From an optimization exercise on the open Yosys and OpenROAD flow, aimed at small area; shortcuts taken in it are not production practice.
In this exercise RTL edits were held to simulation tests only and were not proved equivalent to the original.

## div
module div(clk, div_a, div_b, div_z);
  input clk;
  input [31:0] div_a;
  input [31:0] div_b;
  output [31:0] div_z;
  wire [0:0] sign_1 = div_a[31] ^ div_b[31];
  wire a_e0 = div_a[30:23] == 8'd0, a_e1 = div_a[30:23] == 8'hff, a_f0 = div_a[22:0] == 23'd0;
  wire b_e0 = div_b[30:23] == 8'd0, b_e1 = div_b[30:23] == 8'hff, b_f0 = div_b[22:0] == 23'd0;
  wire a_nan = a_e1 & ~a_f0, a_inf = a_e1 & a_f0, a_zero = a_e0 & a_f0;
  wire b_nan = b_e1 & ~b_f0, b_inf = b_e1 & b_f0, b_zero = b_e0 & b_f0;
  wire nan_o = a_nan | b_nan | (a_inf & b_inf) | (a_zero & b_zero);
  wire inf_o = ~nan_o & ~b_inf & (a_inf | b_zero);
  wire zero_o = ~nan_o & ~inf_o & (b_inf | a_zero);
  wire [1:0] code = {inf_o | zero_o, nan_o | zero_o};
  wire [4:0] clz_a, clz_b;
  clz24 u_clz_a (.x({~a_e0, div_a[22:0]}), .n(clz_a));
  clz24 u_clz_b (.x({~b_e0, div_b[22:0]}), .n(clz_b));
  wire [23:0] xa = {~a_e0, div_a[22:0]} << clz_a;
  wire [23:0] xb = {~b_e0, div_b[22:0]} << clz_b;
  wire [22:0] x_2 = xa[22:0];
  wire [22:0] d_3 = ~xb[22:0];
  wire [9:0] ediff = ({2'b00, div_a[30:24], div_a[23] | a_e0} - {5'd0, clz_a}) - ({2'b00, div_b[30:24], div_b[23] | b_e0} - {5'd0, clz_b});
  wire [9:0] e_4 = (code == 2'b00) ? ediff : {8'b01111100, code};
  wire [6:0] y_5 = {4'b0001, x_2[22:20]};
  wire [2:0] qsel_6;   
  qsel4 u_qsel_6 (.y(y_5), .d(~d_3[22:20]), .q(qsel_6));
  reg [0:0] s1_sign;
  always @(posedge clk) s1_sign <= sign_1;
  reg [22:0] s1_x;
  always @(posedge clk) s1_x <= x_2;
  reg [22:0] s1_d;
  always @(posedge clk) s1_d <= d_3;
  reg [9:0] s1_e;
  always @(posedge clk) s1_e <= e_4;
  reg [2:0] s1_qs;
  always @(posedge clk) s1_qs <= qsel_6;
  wire pos_7 = s1_qs[2];
  wire [26:0] dn_8 = {4'b0001, ~s1_d};
  wire [26:0] mag_9 = ({27{s1_qs[1]}} & {dn_8[25:0], 1'b0}) | ({27{s1_qs[0]}} & dn_8);
  wire [26:0] A_10 = mag_9 ^ {27{pos_7}};
  wire [26:0] ps_11 = {4'b0001, s1_x};
  ...
For scale: roughly 6300 cells after synthesis, roughly 1600 flip-flops, about 97 I/O pins, ~0.063 sq mm of cells after synthesis.
export LEC_CHECK = 0
export ABC_AREA = 1
export CAP_MARGIN = 20
export CORE_MARGIN = 2
export CORE_UTILIZATION = 40
export CTS_BUF_LIST = sky130_fd_sc_hd__clkbuf_4
export CTS_CLUSTER_DIAMETER = 50
export CTS_CLUSTER_SIZE = 10
export SLEW_MARGIN = 20
create_clock -name core_clock -period 6.5 [get_ports {clk}]
run.sh (not shown) runs the stock make flow with config.mk's settings and CLKGATE_MAP_FILE= SYNTH_SCRIPT=/design/flow/synth_recipe.tcl, a recipe that flattens the netlist after the stock synthesis.
The baseline finished with timing, DRC and antenna clean.
Then changed:
--- a/flow/config.mk
+++ b/flow/config.mk
@@ -12,3 +12,3 @@
-export CTS_BUF_LIST = sky130_fd_sc_hd__clkbuf_4
-export CTS_CLUSTER_DIAMETER = 50
-export CTS_CLUSTER_SIZE = 10
+export CTS_BUF_LIST = sky130_fd_sc_hd__clkbuf_8
+export CTS_CLUSTER_DIAMETER = 80
+export CTS_CLUSTER_SIZE = 18
The changed run produced a clean layout.
Global-route usage shrinks by 0.17 points.
Cell count shrinks by 1.5%.
Design area shrinks by 0.55%.
Setup slack is worse by 0.012 ns.
Via count shrinks by 1.3%.
Hold slack is better by 0.019 ns.
Then changed:
==> flow/flow/run.sh (new file) <==
#!/bin/bash
# The standard layout (standard.sh, unchanged synthesis and steps), with
# one difference: the port buffers that buffer_ports puts on every input and
# output are sky130_fd_sc_hd__buf_1 instead of the tool's default choice.
# The make output goes to standard.log; each ORFS step keeps its own log
# under orfs/logs.
set -e
export BUFFER_PORTS_ARGS="-buffer_cell sky130_fd_sc_hd__buf_1"
bash standard.sh > standard.log 2>&1
==> flow/standard.sh (new file) <==
#!/bin/bash
# synth_recipe.tcl (not shown) runs the flow's synth.tcl, then flattens the netlist and writes it again
# the make line also repeats each setting of config.mk as NAME=value (left out here)
make -C /OpenROAD-flow-scripts/flow DESIGN_CONFIG=/design/flow/config.mk WORK_HOME=/design/flow/orfs CLKGATE_MAP_FILE= SYNTH_SCRIPT=/design/flow/synth_recipe.tcl "${@:-finish}"
removed: flow/run.sh
The new run produced a clean layout.
First-iteration DRC count grows by 3.2%.
Utilization shrinks by 0.28 points.
Area after synthesis stays the same.
Global-route usage shrinks by 0.30 points.
Routed wire length shrinks by 0.68%.
Fmax grows by 0.65%.
Non-clock buffer count grows by 11.
Then changed:
==> flow/flow/run.sh (replaced) <==
#!/bin/bash
set -e
export BUFFER_PORTS_ARGS="-buffer_cell sky130_fd_sc_hd__buf_1"
ls -la > ls_before.log 2>&1
bash standard.sh > standard.log 2>&1
Result: Global-route usage is unchanged. Sequential share of layout area is unchanged. Worst setup slack is unchanged. Final cell count does not change. Design area stays the same. Area after synthesis stays the same.

## port drivers added, routing unchanged
The results above use ideal ports. As a check the final layouts listed here were re-extracted and re-timed, cells and wires unchanged. Step 1: set_driving_cell puts a clkbuf_16 on clk and a buf_2 on each other input, an assumption about the parent block. Step 2 moves the port delays by t, midway between the first and last clock arrival at a register: inputs arrive t later, outputs are due t later. That takes back most of the time a late clock gives input paths. Three values: no drivers, after step 1, after step 2; two values: the first two.
| run | t, ns | slack for setup (ns) | hold WS [ns] | slew at the worst register clock pin (ns) | worst data-port slew with drivers (ns) |
|---|---|---|---|---|---|
| the first run | 1.241 | 0.376 / 0.376 / 0.376 | 0.261 / 0.261 / 0.261 | 0.12 / 0.12 | 0.04 |
| the second run | 0.918 | 0.365 / 0.365 / 0.365 | 0.280 / 0.280 / 0.280 | 0.12 / 0.12 | 0.04 |
| the third run | 0.908 | 0.404 / 0.404 / 0.404 | 0.280 / 0.280 / 0.280 | 0.12 / 0.12 | 0.05 |
| the fourth run | 0.908 | 0.404 / 0.404 / 0.404 | 0.280 / 0.280 / 0.280 | 0.12 / 0.12 | 0.05 |
After both steps setup and hold are still met in every run listed.
